What follows belongs to an exercise in optimizing a design on an open flow for small area, a short achievable clock period and few clock cycles per item; a production flow would make more cautious choices. In this exercise RTL edits were held to simulation tests only and were not proved equivalent to the original. Power figures rest on the tool's default switching activity, not on a simulated workload.

Design router_bus_gnrtr, start of the top module:
module router_bus_gnrtr #(parameter pck_sz = 40, parameter num_ntrfs=4, parameter broadcast = {8{1'b1}}, parameter fifo_depth=8,parameter id_c = 2,parameter id_r = 2,parameter columns= 4, parameter rows = 4)(
  input clk,
  input reset,
  input [num_ntrfs*pck_sz-1:0] data_out_i_in,
  input [num_ntrfs-1:0] pndng_i_in,
  input [num_ntrfs-1:0] pop,
  output [num_ntrfs-1:0] popin,
  output [num_ntrfs-1:0] pndng,
  output [num_ntrfs*pck_sz-1:0] data_out
);
clock: 5.0 ns
lec_check: 0
cap_margin: 20
core_margin: 2
core_utilization: 50
cts_cluster_diameter: 90
cts_cluster_size: 25
setup_slack_margin: 2.65
slew_margin: 20
standard.sh (not shown) runs the stock make flow with config.mk's settings and CLKGATE_MAP_FILE= SYNTH_SCRIPT=/design/flow/synth_recipe.tcl, a recipe that flattens the netlist after the stock synthesis.
==> flow/flow/run.sh <==
#!/bin/bash
set -euo pipefail
export BUFFER_PORTS_ARGS="-buffer_cell sky130_fd_sc_hd__buf_1"
bash standard.sh > flow_make.log 2>&1
The starting point finished clean.
Testbench counts at the start, summed over its fixed seeds: cycles 1,728, packets 4,800.
Next try:
==> flow/flow/run.sh (replaced) <==
#!/bin/bash
set -euo pipefail
export BUFFER_PORTS_ARGS="-buffer_cell sky130_fd_sc_hd__buf_2"
bash standard.sh > flow_make.log 2>&1
CORE_UTILIZATION = 45   (was 50)
CTS_CLUSTER_DIAMETER = 80   (was 90)
CTS_CLUSTER_SIZE = 20   (was 25)
The new run completed without violations. Routed wire length decreases by 0.89%. Total power is higher by 2.3%. Worst setup slack improved by 0.029 ns. Via count decreases by 1.9%. Global-route usage came out lower by 3.4 points. Synthesized area is unchanged.


## run A
Another version of the RTL of router_bus_gnrtr (not shown whole).
For scale: roughly 1300 flip-flops, roughly 44000 µm² of cells after synthesis.
==> flow/config.mk <==
export PLATFORM = sky130hd
export DESIGN_NAME = router_bus_gnrtr
export DESIGN_NICKNAME = router_bus_gnrtr
export VERILOG_FILES = /design/flow/design.v
export SDC_FILE = /design/flow/constraint.sdc
export NUM_CORES = 4
export LEC_CHECK = 0
export CAP_MARGIN = 20
export CORE_MARGIN = 2
export CORE_UTILIZATION = 45
export CTS_CLUSTER_DIAMETER = 80
export CTS_CLUSTER_SIZE = 20
export SETUP_SLACK_MARGIN = 2.65
export SLEW_MARGIN = 20
==> flow/constraint.sdc <==
create_clock -name core_clock -period 5.0 [get_ports {clk}]
set_input_delay 1.0000 -clock core_clock [delete_from_list [all_inputs] [get_ports {clk}]]
set_output_delay 1.0000 -clock core_clock [all_outputs]
set_load 0.01 [all_outputs]
==> flow/flow/run.sh <==
#!/bin/bash
set -euo pipefail
export BUFFER_PORTS_ARGS="-buffer_cell sky130_fd_sc_hd__buf_2"
bash standard.sh > flow_make.log 2>&1
Run A: PASS, flow complete, no timing, DRC or antenna violations
Testbench counts of run A, summed over its fixed seeds: cycles 1,697, packets 4,800.
Here is what was changed in the inputs of run B compared with run A.
Settings: CTS_CLUSTER_DIAMETER: 80 -> 100; CTS_CLUSTER_SIZE: 20 -> 30.
## What came out
Run B vs. run A: sequential share of layout area went up by 0.88 points. Count of clock-buffer cells in the layout for run B is lower than for run A. Re full die area: no difference whatsoever between run B and run A. Comparing run A against run B, there is no change at all in critical path depth. Transition time of the tightest slew-check pin in run B vs run A: up 0.011 ns. Number of levels in the clock H-tree | run B below run A. Proportion of power drawn by the clock network in run B vs run A: down 3.1 points. The logic depth of the worst register-to-register path of run B is higher than that of run A.
Edits applied to the flow inputs when going from run B to run C:
Settings: swapping 30 for 20 in CTS_CLUSTER_SIZE; swapping 45 for 50 in CORE_UTILIZATION; swapping 100 for 80 in CTS_CLUSTER_DIAMETER.
==> flow/flow/run.sh <==
#!/bin/bash
set -euo pipefail
export BUFFER_PORTS_ARGS="-buffer_cell sky130_fd_sc_hd__buf_1"
bash standard.sh > flow_make.log 2>&1
Findings:
The flow did not stop early for run C: all stages ran, and the layout cleared the timing, design-rule and antenna checks. The combinational share of power in run C sits 1.3 points below the value recorded for run B. Run C gives less cell count than run B did. Relative to run B, reported leakage power has gone down in run C. Run C vs run B — number of buffers other than clock buffers in the final layout rose 19. Of run C and run B, the run reporting the higher via count was run C.


router_bus_gnrtr, a different RTL version from the one above (not shown whole).
Size: about 3500 cells after synthesis, ~45000 µm² of cells after synthesis.
Settings: LEC_CHECK=0, CAP_MARGIN=20, CORE_MARGIN=2, CORE_UTILIZATION=55, CTS_CLUSTER_DIAMETER=80, CTS_CLUSTER_SIZE=20, SETUP_SLACK_MARGIN=2.5, SLEW_MARGIN=20; clock period 5.0 ns.
==> flow/flow/run.sh <==
#!/bin/bash
set -euo pipefail
export BUFFER_PORTS_ARGS="-buffer_cell sky130_fd_sc_hd__buf_1"
bash standard.sh > flow_make.log 2>&1
Testbench counts at the start, summed over its fixed seeds: cycles 1,898, packets 4,800.
Rerun with:
==> flow/flow/run.sh (replaced) <==
#!/bin/bash
set -euo pipefail
export BUFFER_PORTS_ARGS="-buffer_cell sky130_fd_sc_hd__buf_2"
bash standard.sh > flow_make.log 2>&1
- CORE_UTILIZATION: 55 -> 45
- SETUP_SLACK_MARGIN: 2.5 -> 2.65
What happened: Setup slack gains 0.036 ns; utilization drops by 9.6 points; power goes up by 1.5%; clock power grows by 3.8%; maximum frequency rose by 1.4%; count of clock-buffer cells in the layout decreases by 1.
Rerun with:
- CORE_UTILIZATION: 45 -> 40
- SETUP_SLACK_MARGIN: 2.65 -> 2.5
Outcome: Worst hold slack improved by 0.024 ns. Count of clock-buffer cells in the layout fell by 3. Routed wire length rose by 1.2%. Worst setup slack got worse by 0.028 ns. Total power stays flat. Maximum frequency fell by 1.1%. Global-route usage fell by 2.7 points. Non-clock buffer count fell by 36. Register-to-register slack got worse by 0.10 ns.

==> re-timing with driven ports <==
In the flow no input, the clock included, has a driving cell. The finished layouts below were timed again as built, in two steps.
Step 1 (the two cells are an assumption about what drives the block):
set clk [get_ports {clk}]
set_driving_cell -lib_cell sky130_fd_sc_hd__clkbuf_16 $clk
set_driving_cell -lib_cell sky130_fd_sc_hd__buf_2 [delete_from_list [all_inputs] $clk]
Step 2 moves the port delays by t, midway between the first and last clock arrival at a register: inputs arrive t later, outputs are due t later. That takes back most of the time a late clock gives input paths.
Three values: no drivers, after step 1, after step 2; two values: the first two.
run | t, ns | slack for setup (ns) | worst setup path at the end | worst register clock-pin slew, ns | worst data-port slew with drivers (ns)
the first run of note 1 | 0.736 | 2.552 / 2.527 / 2.010 | input to register | 0.10 / 0.10 | 0.09
the second run of note 1 | 0.734 | 2.581 / 2.512 / 2.062 | input to register | 0.09 / 0.09 | 0.20
run A | 0.706 | 2.577 / 2.508 / 1.963 | input to register | 0.09 / 0.09 | 0.14
run B | 0.722 | 2.550 / 2.482 / 1.995 | input to register | 0.12 / 0.12 | 0.14
run C | 0.712 | 2.575 / 2.509 / 2.051 | input to register | 0.09 / 0.09 | 0.18
the first run of note 3 | 0.714 | 2.510 / 2.490 / 1.835 | input to register | 0.09 / 0.09 | 0.16
the second run of note 3 | 0.735 | 2.545 / 2.474 / 1.906 | input to register | 0.09 / 0.09 | 0.06
the third run of note 3 | 0.740 | 2.517 / 2.491 / 1.831 | input to register | 0.09 / 0.09 | 0.17
After both steps every run listed still meets setup and hold. For the third run of note 3, which loses most, drivers alone change the setup slack by -0.026 ns; drivers and shift together by -0.686 ns.
